Context: an optimization exercise on an open-source flow, tuned for small area, a short achievable clock period and few clock cycles. The choices shown serve that exercise and are no tape-out recipe. In this exercise RTL edits were held to simulation tests only and were not proved equivalent to the original.

==> design.v <==
module complex_adder #(
    parameter WIDTH = 16
)(
    input  signed [WIDTH-1:0] a_real,
    input  signed [WIDTH-1:0] a_imag,
    input  signed [WIDTH-1:0] b_real,
    input  signed [WIDTH-1:0] b_imag,
    output signed [WIDTH-1:0] sum_real,
    output signed [WIDTH-1:0] sum_imag,
    output                    overflow
);
    wire signed [WIDTH:0] temp_real;
    wire signed [WIDTH:0] temp_imag;
    assign temp_real = {a_real[WIDTH-1], a_real} + {b_real[WIDTH-1], b_real};
    assign temp_imag = {a_imag[WIDTH-1], a_imag} + {b_imag[WIDTH-1], b_imag};
    wire overflow_real = (temp_real > 17'sd32767) | (temp_real < -17'sd32768);
    wire overflow_imag = (temp_imag > 17'sd32767) | (temp_imag < -17'sd32768);
    assign overflow = overflow_real | overflow_imag;
    assign sum_real = overflow_real ? 
                      (temp_real[WIDTH] ? 16'sh8000 : 16'sh7FFF) :
                      temp_real[WIDTH-1:0];
    assign sum_imag = overflow_imag ? 
                      (temp_imag[WIDTH] ? 16'sh8000 : 16'sh7FFF) :
                      temp_imag[WIDTH-1:0];
endmodule
module complex_subtractor #(
    parameter WIDTH = 16
)(
    input  signed [WIDTH-1:0] a_real,
    input  signed [WIDTH-1:0] a_imag,
    input  signed [WIDTH-1:0] b_real,
    input  signed [WIDTH-1:0] b_imag,
    output signed [WIDTH-1:0] diff_real,
    output signed [WIDTH-1:0] diff_imag,
    output                    overflow
);
    wire signed [WIDTH:0] temp_real;
    wire signed [WIDTH:0] temp_imag;
    assign temp_real = {a_real[WIDTH-1], a_real} - {b_real[WIDTH-1], b_real};
    assign temp_imag = {a_imag[WIDTH-1], a_imag} - {b_imag[WIDTH-1], b_imag};
    wire overflow_real = (temp_real > 17'sd32767) | (temp_real < -17'sd32768);
    wire overflow_imag = (temp_imag > 17'sd32767) | (temp_imag < -17'sd32768);
    assign overflow = overflow_real | overflow_imag;
    assign diff_real = overflow_real ? 
                       (temp_real[WIDTH] ? 16'sh8000 : 16'sh7FFF) :
                       temp_real[WIDTH-1:0];
    assign diff_imag = overflow_imag ? 
                       (temp_imag[WIDTH] ? 16'sh8000 : 16'sh7FFF) :
                       temp_imag[WIDTH-1:0];
endmodule
module complex_multiplier #(
    parameter WIDTH = 16
)(
    input                     clk,
    input                     rst_n,
    input                     enable,
    input  signed [WIDTH-1:0] a_real,
    input  signed [WIDTH-1:0] a_imag,
    input  signed [WIDTH-1:0] b_real,
    input  signed [WIDTH-1:0] b_imag,
    output signed [WIDTH-1:0] result_real,
    output signed [WIDTH-1:0] result_imag,
    output reg                valid
);
    wire signed [31:0] ac, bd, ad, bc;
    assign ac = a_real * b_real;
    assign bd = a_imag * b_imag;
    assign ad = a_real * b_imag;
    assign bc = a_imag * b_real;
    wire signed [32:0] real_temp, imag_temp;
    assign real_temp = ac - bd;
    assign imag_temp = ad + bc;
    wire signed [WIDTH-1:0] real_scaled, imag_scaled;
    assign real_scaled = real_temp[30:15];   
    assign imag_scaled = imag_temp[30:15];
    reg signed [WIDTH-1:0] result_real_reg;
    reg signed [WIDTH-1:0] result_imag_reg;
    always @(posedge clk or negedge rst_n) begin
        if (!rst_n) begin
            result_real_reg <= 16'sd0;
            result_imag_reg <= 16'sd0;
            valid <= 1'b0;
        end else if (enable) begin
            result_real_reg <= real_scaled;
            result_imag_reg <= imag_scaled;
            valid <= 1'b1;
        end else begin
            valid <= 1'b0;
        end
    end
    assign result_real = result_real_reg;
    assign result_imag = result_imag_reg;
endmodule
module register_bank #(
    parameter WIDTH = 16,
    parameter DEPTH = 16
)(
    input wire clk,
    input wire rst_n,
    input wire we,           
    input wire signed [WIDTH*DEPTH-1:0] data_in_real,    
    input wire signed [WIDTH*DEPTH-1:0] data_in_imag,
    output wire signed [WIDTH*DEPTH-1:0] data_out_real,
    output wire signed [WIDTH*DEPTH-1:0] data_out_imag
);
    reg signed [WIDTH-1:0] regs_real [0:DEPTH-1];
    reg signed [WIDTH-1:0] regs_imag [0:DEPTH-1];
    integer i;
    always @(posedge clk or negedge rst_n) begin
        if (!rst_n) begin
            for (i = 0; i < DEPTH; i = i + 1) begin
                regs_real[i] <= {WIDTH{1'b0}};
                regs_imag[i] <= {WIDTH{1'b0}};
            end
        end else if (we) begin
            for (i = 0; i < DEPTH; i = i + 1) begin
                regs_real[i] <= data_in_real[(i+1)*WIDTH-1 -: WIDTH];
                regs_imag[i] <= data_in_imag[(i+1)*WIDTH-1 -: WIDTH];
            end
        end
    end
    genvar j;
    generate
        for (j = 0; j < DEPTH; j = j + 1) begin : flatten_output
            assign data_out_real[(j+1)*WIDTH-1 -: WIDTH] = regs_real[j];
            assign data_out_imag[(j+1)*WIDTH-1 -: WIDTH] = regs_imag[j];
        end
    endgenerate
endmodule
`timescale 1ns / 1ps
module twiddle_rom_radix4 #(
    parameter WIDTH = 16
)(
    input wire [3:0] addr,
    output reg signed [WIDTH-1:0] tw_real,
    output reg signed [WIDTH-1:0] tw_imag
);
    always @(*) begin
        case(addr)
            4'd0: begin   
                tw_real = 16'sd32767;
                tw_imag = 16'sd0;
            end
            4'd1: begin   
                tw_real = 16'sd30273;
                tw_imag = -16'sd12540;
            end
            4'd2: begin   
                tw_real = 16'sd23170;
                tw_imag = -16'sd23170;
            end
            4'd3: begin   
                tw_real = 16'sd12540;
                tw_imag = -16'sd30273;
            end
            4'd4: begin   
                tw_real = 16'sd0;
                tw_imag = -16'sd32767;
            end
            4'd5: begin   
                tw_real = -16'sd12540;
                tw_imag = -16'sd30273;
            end
            4'd6: begin   
                tw_real = -16'sd23170;
                tw_imag = -16'sd23170;
            end
            4'd7: begin   
                tw_real = -16'sd30273;
                tw_imag = -16'sd12540;
            end
            4'd8: begin   
                tw_real = -16'sd32767;
                tw_imag = 16'sd0;
            end
            4'd9: begin   
                tw_real = -16'sd30273;
                tw_imag = 16'sd12540;
            end
            4'd10: begin   
                tw_real = -16'sd23170;
                tw_imag = 16'sd23170;
            end
            4'd11: begin   
                tw_real = -16'sd12540;
                tw_imag = 16'sd30273;
            end
            4'd12: begin   
                tw_real = 16'sd0;
                tw_imag = 16'sd32767;
            end
            4'd13: begin   
                tw_real = 16'sd12540;
                tw_imag = 16'sd30273;
            end
            4'd14: begin   
                tw_real = 16'sd23170;
                tw_imag = 16'sd23170;
            end
            4'd15: begin   
                tw_real = 16'sd30273;
                tw_imag = 16'sd12540;
            end
        endcase
    end
endmodule
`timescale 1ns / 1ps
module butterfly_radix4 #(
    parameter WIDTH = 16
)(
    input wire clk,
    input wire rst_n,
    input wire enable,
    input wire signed [WIDTH-1:0] x0_real, x0_imag,
    input wire signed [WIDTH-1:0] x1_real, x1_imag,
    input wire signed [WIDTH-1:0] x2_real, x2_imag,
    input wire signed [WIDTH-1:0] x3_real, x3_imag,
    input wire signed [WIDTH-1:0] w1_real, w1_imag,
    input wire signed [WIDTH-1:0] w2_real, w2_imag,
    input wire signed [WIDTH-1:0] w3_real, w3_imag,
    output wire signed [WIDTH-1:0] y0_real, y0_imag,
    output wire signed [WIDTH-1:0] y1_real, y1_imag,
    output wire signed [WIDTH-1:0] y2_real, y2_imag,
    output wire signed [WIDTH-1:0] y3_real, y3_imag,
    output wire valid
);
    wire signed [WIDTH-1:0] a_real, a_imag;
    wire signed [WIDTH-1:0] b_real, b_imag;
    wire signed [WIDTH-1:0] c_real, c_imag;
    wire signed [WIDTH-1:0] d_real, d_imag;
    complex_adder #(.WIDTH(WIDTH)) add_a (
        .a_real(x0_real), .a_imag(x0_imag),
        .b_real(x2_real), .b_imag(x2_imag),
        .sum_real(a_real), .sum_imag(a_imag),
        .overflow()
    );
    complex_subtractor #(.WIDTH(WIDTH)) sub_b (
        .a_real(x0_real), .a_imag(x0_imag),
        .b_real(x2_real), .b_imag(x2_imag),
        .diff_real(b_real), .diff_imag(b_imag),
        .overflow()
    );
    complex_adder #(.WIDTH(WIDTH)) add_c (
        .a_real(x1_real), .a_imag(x1_imag),
        .b_real(x3_real), .b_imag(x3_imag),
        .sum_real(c_real), .sum_imag(c_imag),
        .overflow()
    );
    complex_subtractor #(.WIDTH(WIDTH)) sub_d (
        .a_real(x1_real), .a_imag(x1_imag),
        .b_real(x3_real), .b_imag(x3_imag),
        .diff_real(d_real), .diff_imag(d_imag),
        .overflow()
    );
    wire signed [WIDTH-1:0] sum0_real, sum0_imag;     
    wire signed [WIDTH-1:0] diff2_real, diff2_imag;   
    wire signed [WIDTH-1:0] b_jd_real, b_jd_imag;     
    wire signed [WIDTH-1:0] b_njd_real, b_njd_imag;   
    wire signed [WIDTH-1:0] jd_real = -d_imag;
    wire signed [WIDTH-1:0] jd_imag = d_real;
    complex_adder #(.WIDTH(WIDTH)) add_y0 (
        .a_real(a_real), .a_imag(a_imag),
        .b_real(c_real), .b_imag(c_imag),
        .sum_real(sum0_real), .sum_imag(sum0_imag),
        .overflow()
    );
    complex_subtractor #(.WIDTH(WIDTH)) sub_y2 (
        .a_real(a_real), .a_imag(a_imag),
        .b_real(c_real), .b_imag(c_imag),
        .diff_real(diff2_real), .diff_imag(diff2_imag),
        .overflow()
    );
    complex_adder #(.WIDTH(WIDTH)) add_bjd (
        .a_real(b_real), .a_imag(b_imag),
        .b_real(jd_real), .b_imag(jd_imag),
        .sum_real(b_jd_real), .sum_imag(b_jd_imag),
        .overflow()
    );
    complex_subtractor #(.WIDTH(WIDTH)) sub_bnjd (
        .a_real(b_real), .a_imag(b_imag),
        .b_real(jd_real), .b_imag(jd_imag),
        .diff_real(b_njd_real), .diff_imag(b_njd_imag),
        .overflow()
    );
    wire signed [WIDTH-1:0] mult1_real, mult1_imag;
    wire signed [WIDTH-1:0] mult2_real, mult2_imag;
    wire signed [WIDTH-1:0] mult3_real, mult3_imag;
    wire mult1_valid, mult2_valid, mult3_valid;
    assign y0_real = sum0_real;
    assign y0_imag = sum0_imag;
    complex_multiplier #(.WIDTH(WIDTH)) mult_y1 (
        .clk(clk),
        .rst_n(rst_n),
        .enable(enable),
        .a_real(b_njd_real),
        .a_imag(b_njd_imag),
        .b_real(w1_real),
        .b_imag(w1_imag),
        .result_real(mult1_real),
        .result_imag(mult1_imag),
        .valid(mult1_valid)
    );
    assign y1_real = mult1_real;
    assign y1_imag = mult1_imag;
    complex_multiplier #(.WIDTH(WIDTH)) mult_y2 (
        .clk(clk),
        .rst_n(rst_n),
        .enable(enable),
        .a_real(diff2_real),
        .a_imag(diff2_imag),
        .b_real(w2_real),
        .b_imag(w2_imag),
        .result_real(mult2_real),
        .result_imag(mult2_imag),
        .valid(mult2_valid)
    );
    assign y2_real = mult2_real;
    assign y2_imag = mult2_imag;
    complex_multiplier #(.WIDTH(WIDTH)) mult_y3 (
        .clk(clk),
        .rst_n(rst_n),
        .enable(enable),
        .a_real(b_jd_real),
        .a_imag(b_jd_imag),
        .b_real(w3_real),
        .b_imag(w3_imag),
        .result_real(mult3_real),
        .result_imag(mult3_imag),
        .valid(mult3_valid)
    );
    assign y3_real = mult3_real;
    assign y3_imag = mult3_imag;
    assign valid = mult1_valid & mult2_valid & mult3_valid;
endmodule
`timescale 1ns / 1ps
module control_radix4 #(
    parameter WIDTH = 16
)(
    input wire clk,
    input wire rst_n,
    input wire start,
    output reg stage,           
    output reg bf_enable,       
    output reg reg_we,          
    output reg mux_sel,         
    output reg done,
    output reg valid
);
    localparam IDLE      = 4'd0;
    localparam STAGE_0   = 4'd1;
    localparam WAIT_0    = 4'd2;
    localparam STAGE_1   = 4'd3;
    localparam WAIT_1    = 4'd4;
    localparam DONE      = 4'd5;
    reg [3:0] state, next_state;
    always @(posedge clk or negedge rst_n) begin
        if (!rst_n)
            state <= IDLE;
        else
            state <= next_state;
    end
    always @(*) begin
        next_state = state;
        case (state)
            IDLE: begin
                if (start)
                    next_state = STAGE_0;
            end
            STAGE_0: next_state = WAIT_0;
            WAIT_0:  next_state = STAGE_1;
            STAGE_1: next_state = WAIT_1;
            WAIT_1:  next_state = DONE;
            DONE:    next_state = IDLE;
            default: next_state = IDLE;
        endcase
    end
    always @(*) begin
        stage = 1'b0;
        bf_enable = 1'b0;
        reg_we = 1'b0;
        mux_sel = 1'b0;
        done = 1'b0;
        valid = 1'b0;
        case (state)
            IDLE: begin
                stage = 1'b0;
                mux_sel = 1'b0;
            end
            STAGE_0: begin
                stage = 1'b0;
                bf_enable = 1'b1;
                mux_sel = 1'b0;   
            end
            WAIT_0: begin
                stage = 1'b0;
                reg_we = 1'b1;    
                mux_sel = 1'b0;
            end
            STAGE_1: begin
                stage = 1'b1;
                bf_enable = 1'b1;
                mux_sel = 1'b1;   
            end
            WAIT_1: begin
                stage = 1'b1;
                reg_we = 1'b1;    
                mux_sel = 1'b1;
            end
            DONE: begin
                done = 1'b1;
                valid = 1'b1;
            end
            default: begin
                stage = 1'b0;
                bf_enable = 1'b0;
                reg_we = 1'b0;
                mux_sel = 1'b0;
                done = 1'b0;
                valid = 1'b0;
            end
        endcase
    end
endmodule
`timescale 1ns / 1ps
module fft_radix4_top #(
    parameter WIDTH = 16
)(
    input wire clk,
    input wire rst_n,
    input wire start,
    input wire signed [WIDTH*16-1:0] data_in_real,
    input wire signed [WIDTH*16-1:0] data_in_imag,
    output wire signed [WIDTH*16-1:0] data_out_real,
    output wire signed [WIDTH*16-1:0] data_out_imag,
    output wire done,
    output wire valid
);
    wire stage;
    wire bf_enable;
    wire reg_we;
    wire mux_sel;
    control_radix4 #(.WIDTH(WIDTH)) ctrl (
        .clk(clk),
        .rst_n(rst_n),
        .start(start),
        .stage(stage),
        .bf_enable(bf_enable),
        .reg_we(reg_we),
        .mux_sel(mux_sel),
        .done(done),
        .valid(valid)
    );
    wire signed [WIDTH*16-1:0] reg_out_real;
    wire signed [WIDTH*16-1:0] reg_out_imag;
    reg  signed [WIDTH*16-1:0] bf_out_real;
    reg  signed [WIDTH*16-1:0] bf_out_imag;
    wire signed [WIDTH-1:0] y0_real_arr [0:3];
    wire signed [WIDTH-1:0] y0_imag_arr [0:3];
    wire signed [WIDTH-1:0] y1_real_arr [0:3];
    wire signed [WIDTH-1:0] y1_imag_arr [0:3];
    wire signed [WIDTH-1:0] y2_real_arr [0:3];
    wire signed [WIDTH-1:0] y2_imag_arr [0:3];
    wire signed [WIDTH-1:0] y3_real_arr [0:3];
    wire signed [WIDTH-1:0] y3_imag_arr [0:3];
    register_bank #(.WIDTH(WIDTH)) reg_bank (
        .clk(clk),
        .rst_n(rst_n),
        .we(reg_we),
        .data_in_real(bf_out_real),
        .data_in_imag(bf_out_imag),
        .data_out_real(reg_out_real),
        .data_out_imag(reg_out_imag)
    );
    wire signed [WIDTH*16-1:0] mux_out_real = mux_sel ? reg_out_real : data_in_real;
    wire signed [WIDTH*16-1:0] mux_out_imag = mux_sel ? reg_out_imag : data_in_imag;
    wire signed [WIDTH-1:0] tw_real, tw_imag;
    genvar i;
    generate
        for (i = 0; i < 4; i = i + 1) begin : butterfly_array
            wire signed [WIDTH-1:0] x0_real, x0_imag;
            wire signed [WIDTH-1:0] x1_real, x1_imag;
            wire signed [WIDTH-1:0] x2_real, x2_imag;
            wire signed [WIDTH-1:0] x3_real, x3_imag;
            wire signed [WIDTH-1:0] w1_real, w1_imag;
            wire signed [WIDTH-1:0] w2_real, w2_imag;
            wire signed [WIDTH-1:0] w3_real, w3_imag;
            wire signed [WIDTH-1:0] y0_real, y0_imag;
            wire signed [WIDTH-1:0] y1_real, y1_imag;
            wire signed [WIDTH-1:0] y2_real, y2_imag;
            wire signed [WIDTH-1:0] y3_real, y3_imag;
            reg [3:0] idx0, idx1, idx2, idx3;
            always @(*) begin
                if (stage == 0) begin
                    idx0 = i[3:0];           
                    idx1 = i[3:0] + 4'd4;    
                    idx2 = i[3:0] + 4'd8;    
                    idx3 = i[3:0] + 4'd12;   
                end else begin
                    idx0 = {i[1:0], 2'd0};          
                    idx1 = {i[1:0], 2'd0} + 4'd1;   
                    idx2 = {i[1:0], 2'd0} + 4'd2;   
                    idx3 = {i[1:0], 2'd0} + 4'd3;   
                end
            end
            assign x0_real = mux_out_real[(idx0+1)*WIDTH-1 -: WIDTH];
            assign x0_imag = mux_out_imag[(idx0+1)*WIDTH-1 -: WIDTH];
            assign x1_real = mux_out_real[(idx1+1)*WIDTH-1 -: WIDTH];
            assign x1_imag = mux_out_imag[(idx1+1)*WIDTH-1 -: WIDTH];
            assign x2_real = mux_out_real[(idx2+1)*WIDTH-1 -: WIDTH];
            assign x2_imag = mux_out_imag[(idx2+1)*WIDTH-1 -: WIDTH];
            assign x3_real = mux_out_real[(idx3+1)*WIDTH-1 -: WIDTH];
            assign x3_imag = mux_out_imag[(idx3+1)*WIDTH-1 -: WIDTH];
            reg [3:0] tw1_addr, tw2_addr, tw3_addr;
            always @(*) begin
                if (stage == 0) begin
                    tw1_addr = i[3:0];            
                    tw2_addr = (i*2) & 4'hF;      
                    tw3_addr = (i*3) & 4'hF;      
                end else begin
                    tw1_addr = 4'd0;
                    tw2_addr = 4'd0;
                    tw3_addr = 4'd0;
                end
            end
            twiddle_rom_radix4 #(.WIDTH(WIDTH)) tw_rom1 (
                .addr(tw1_addr),
                .tw_real(w1_real),
                .tw_imag(w1_imag)
            );
            twiddle_rom_radix4 #(.WIDTH(WIDTH)) tw_rom2 (
                .addr(tw2_addr),
                .tw_real(w2_real),
                .tw_imag(w2_imag)
            );
            twiddle_rom_radix4 #(.WIDTH(WIDTH)) tw_rom3 (
                .addr(tw3_addr),
                .tw_real(w3_real),
                .tw_imag(w3_imag)
            );
            butterfly_radix4 #(.WIDTH(WIDTH)) butterfly (
                .clk(clk),
                .rst_n(rst_n),
                .enable(bf_enable),
                .x0_real(x0_real), .x0_imag(x0_imag),
                .x1_real(x1_real), .x1_imag(x1_imag),
                .x2_real(x2_real), .x2_imag(x2_imag),
                .x3_real(x3_real), .x3_imag(x3_imag),
                .w1_real(w1_real), .w1_imag(w1_imag),
                .w2_real(w2_real), .w2_imag(w2_imag),
                .w3_real(w3_real), .w3_imag(w3_imag),
                .y0_real(y0_real), .y0_imag(y0_imag),
                .y1_real(y1_real), .y1_imag(y1_imag),
                .y2_real(y2_real), .y2_imag(y2_imag),
                .y3_real(y3_real), .y3_imag(y3_imag),
                .valid()
            );
            assign y0_real_arr[i] = y0_real;
            assign y0_imag_arr[i] = y0_imag;
            assign y1_real_arr[i] = y1_real;
            assign y1_imag_arr[i] = y1_imag;
            assign y2_real_arr[i] = y2_real;
            assign y2_imag_arr[i] = y2_imag;
            assign y3_real_arr[i] = y3_real;
            assign y3_imag_arr[i] = y3_imag;
        end
    endgenerate
    integer k;
    always @(*) begin
        bf_out_real = {(WIDTH*16){1'b0}};
        bf_out_imag = {(WIDTH*16){1'b0}};
        for (k = 0; k < 4; k = k + 1) begin : map_outputs
            reg [3:0] out_idx0, out_idx1, out_idx2, out_idx3;
            if (stage == 0) begin
                out_idx0 = k[3:0];          
                out_idx1 = k[3:0] + 4'd4;   
                out_idx2 = k[3:0] + 4'd8;   
                out_idx3 = k[3:0] + 4'd12;  
            end else begin
                out_idx0 = {k[1:0], 2'd0};          
                out_idx1 = {k[1:0], 2'd0} + 4'd1;   
                out_idx2 = {k[1:0], 2'd0} + 4'd2;   
                out_idx3 = {k[1:0], 2'd0} + 4'd3;   
            end
            bf_out_real[(out_idx0+1)*WIDTH-1 -: WIDTH] = y0_real_arr[k];
            bf_out_imag[(out_idx0+1)*WIDTH-1 -: WIDTH] = y0_imag_arr[k];
            bf_out_real[(out_idx1+1)*WIDTH-1 -: WIDTH] = y1_real_arr[k];
            bf_out_imag[(out_idx1+1)*WIDTH-1 -: WIDTH] = y1_imag_arr[k];
            bf_out_real[(out_idx2+1)*WIDTH-1 -: WIDTH] = y2_real_arr[k];
            bf_out_imag[(out_idx2+1)*WIDTH-1 -: WIDTH] = y2_imag_arr[k];
            bf_out_real[(out_idx3+1)*WIDTH-1 -: WIDTH] = y3_real_arr[k];
            bf_out_imag[(out_idx3+1)*WIDTH-1 -: WIDTH] = y3_imag_arr[k];
        end
    end
    assign data_out_real = reg_out_real;
    assign data_out_imag = reg_out_imag;
endmodule
==> run.sh <==
#!/bin/bash
# synth_recipe.tcl (not shown) runs the flow's synth.tcl, then flattens the netlist and writes it again
# the make line also repeats each setting of config.mk as NAME=value (left out here)
make -C /OpenROAD-flow-scripts/flow DESIGN_CONFIG=/design/flow/config.mk WORK_HOME=/design/flow/orfs CLKGATE_MAP_FILE= SYNTH_SCRIPT=/design/flow/synth_recipe.tcl finish
==> config.mk <==
export PLATFORM = sky130hd
export DESIGN_NAME = fft_radix4_top
export DESIGN_NICKNAME = fft_radix4_top
export VERILOG_FILES = /design/flow/design.v
export SDC_FILE = /design/flow/constraint.sdc
export NUM_CORES = 8
export LEC_CHECK = 0
export CAP_MARGIN = 20
export CORE_MARGIN = 2
export CORE_UTILIZATION = 40
export SLEW_MARGIN = 20
==> constraint.sdc <==
create_clock -name core_clock -period 20.0 [get_ports {clk}]
set_input_delay 4.0000 -clock core_clock [delete_from_list [all_inputs] [get_ports {clk}]]
set_output_delay 4.0000 -clock core_clock [all_outputs]
set_load 0.01 [all_outputs]
==> flow_metrics.tcl <==
set metrics [dict create \
    cp-end-kind "flop" \
    synth_edf_count 0 \
    yosysSeqAreaShare_pct 6.46 \
    synth_top_family_by_area "adder cells" \
    post_drt_wl_per_cell_um 27.9 \
    finalSetupViolations 0 \
    yosysMostFrequentCell "inv_1" \
    syn2layout_area_growth_pct 10.6 \
    fmax_ghz 0.0516 \
    final_area_um2 385000 \
    reg_top3 "reg_bank.regs_imag x256, reg_bank.regs_real x256" \
    insertion_delay_ns 1.01 \
    synthXorXnorAreaFrac_pct 4.35 \
    wirelength_um 1440000 \
    synth.avg_cell_area_um2 9.10 \
    arrival_ns 20.22 \
    final_nets 52400 \
    path_depth 62 \
    period_share_pct 97.0 \
    drv_slew 0 \
    cts_resized 0 \
    rsz0062_at_grt "no" \
    finClkSkew_ns 0.101 \
    antenna_found_initial 183 \
    port_buffers 1028 \
    core_um2 867000 \
    highest_layer "met5" \
    met3WireLength_um 135000 \
    place_congestion 1.05 \
    cpPeakStageDelay_ns 0.59 \
    row_count 342 \
    fillers 84900 \
    tightest_slew_ns 1.26 \
    final_hold_viol_count 0 \
    clk_pin_slew_ns 0.07 \
    hold_path.class "flop to flop" \
    status "no timing/DRC/antenna violations" \
    maxSlewHeadroom_pct 15.7 \
    cp_top_family "compound AO/OA/AOI/OAI gates" \
    drc 0 \
    required_ns 20.83 \
    synth_common_cells "inv_1, fa_1, ha_1" \
    synth.area.mux_share_pct 0.213 \
    ctsLongestPathBuffers 4 \
    dieArea_um2 878000 \
    start_util_pct 40.1 \
    root_buffer "clkbuf_16" \
    grt_pass1_wl_um 2040000 \
    min_period_ns 19.39 \
    slowest_stage "a211oi_1" \
    synth-seq-cells 899 \
    synth_top_area_cell "fa_1" \
    async_flop_share_pct 100 \
    cts-buffers-inserted 140 \
    wl_met2_um 611000 \
    crit_type "input pin to flop" \
    drt_iter0_markers 23300 \
    cts_tree "built" \
    drive_above_1_share_pct 4.50 \
    dp_cells 51200 \
    synth_fa_ha_area_share_pct 59.3 \
    h-tree-depth 4 \
    synth_top_area_share_pct 41.5 \
    dpl_cell_area_um2 380000 \
    crit_start "data_in_imag[225]" \
    num_vias 267000 \
    grt_usage_pct 32.7 \
    finalNonFillerCells 51500 \
    die_x_um 937 \
    yosysUniqueCellTypes 110 \
    path_max_fanout 14 \
    cts.sinks 899 \
    synth_compound_area_share_pct 8.68 \
    wl_met1_um 605000 \
    cts_setup_buffers 0 \
    postCtsHoldBufs 0 \
    seq_area_um2 22500 \
    cp-start-kind "input pin" \
    grt_max_degree 153 \
    synthTopCellsByArea "fa_1, ha_1, inv_1, dfrtp_1, nand2_1" \
    synthSimpleGateAreaFrac_pct 8.32 \
    drtAntennaViolNets 0 \
    grt_pass1_vias 280000 \
    drt_first_pass_iters 9 \
    grt_overflow 0 \
    synthCells 38300 \
    ys.warnings.count 7 \
    cap_violations 0 \
    reg2regPathDepth 67 \
    multi_input_area_um2 282000 \
    r2r_slack_ns 1.43 \
    fp.dieH_um 937 \
    hpwl_um 1300000 \
    ioPinCount 1029 \
    via_per_inst 5.18 \
    synthesis.area_um2 348000 \
    r2r-start "ctrl.state[2]" \
    critPathBufInv 13 \
    ys.flop_type "dfrtp_1" \
]
-- logic make-up after synthesis --
logic type      Yosys count
fa+ha+maj             12200
flops                   899
compound gates         4791
simple gates           6869
xor+xnor               1724
buf+inv               11700
other cells               2
mux                      72
-- worst register-to-register path, delay by kind of cell (launching register included) --
kind / cells / cell delay (ns)
buf+inv: 13 / 2.70
flops: 1 / 0.56
simple gates: 12 / 3.22
fa+ha+maj: 12 / 5.12
xor+xnor: 2 / 0.25
compound gates: 28 / 6.54
-- through the flow --
stage               utilization [%]  TNS (ns)  hold WS, ns  setup slack, ns
global placement               43.8     -2.00        0.451           -0.283
global route                   44.4         0        0.474          0.00192
CTS                            44.3         0        0.469            0.720
detailed placement             43.8     -2.08        0.456           -0.253
floorplan                         -         0        0.435             1.10
finish                         44.4         0        0.461            0.608
-- placed cells by master, fill, tap and decap left out, types with 385 or more instances in the layout --
master	netlist	final
o21ai_0	1195	1179
fa_1	7211	7211
nor2_1	1668	1654
ha_1	4948	4948
buf_4	3	1222
xnor2_1	1379	1360
clkdlybuf4s50_1	0	1021
a21o_1	386	385
a21oi_1	1315	1298
nand2_1	3803	3801
inv_1	10800	10800
dfrtp_1	899	896
-- routing by layer --
layer / vias to the layer above / global-route usage (%)
met5: - / 0.158
met4: 74 / 15.3
met3: 1653 / 9.15
met2: 9476 / 48.5
met1: 137000 / 44.3
li1: 119000 / -
-- worst min path at each step --
stage	from	endpoint	slack, ns	depth (start not counted)
final	flop	reg_bank.regs_real[15][1]	0.46	2
after global routing	flop	reg_bank.regs_imag[10][5]	0.47	2
after CTS	flop	reg_bank.regs_real[15][1]	0.47	2
after detailed placement	flop	reg_bank.regs_imag[10][5]	0.46	2
after global placement	flop	reg_bank.regs_imag[15][7]	0.45	2
after floorplan	flop	reg_bank.regs_real[10][15]	0.43	2
-- cell type report --
type	instances	share of cell area (%)
Clock buffer	172	0.990
Timing Repair Buffer	2287	5.25
Tap cell	11500	3.74
Sequential cell	899	5.84
Multi-Input combinational cell	25700	73.3
Inverter	10800	10.5
Antenna cell	138	0.0897
Clock inverter	76	0.295
Testbench counts, summed over its fixed seeds: cycles 3,064.

## static timing again, ports no longer ideal
No port has a modelled driver above. Below, the same layout with a new extraction and two added sets of constraints. Step 1 assumes that a clkbuf_16 drives the clock port and a buf_2 every other input. Step 2 also shifts input and output timing later by t, the mid clock arrival at the registers, as if the neighbouring blocks saw the same clock. Slacks: no drivers / after step 1 / after step 2; pairs: no drivers / after step 1.
shift t [ns]: 1.119
setup slack, ns: 0.608 / 0.618 / -0.501
hold WS [ns]: 0.461 / 0.461 / 0.461
clock arrival spread, ns: 0.102 / 0.101
slew at the worst register clock pin (ns): 0.08 / 0.08
With both steps, setup timing fails in this run, where it was met with ideal ports. The setup slack of this run moves by +0.010 ns with the drivers and by -1.109 ns with both steps.
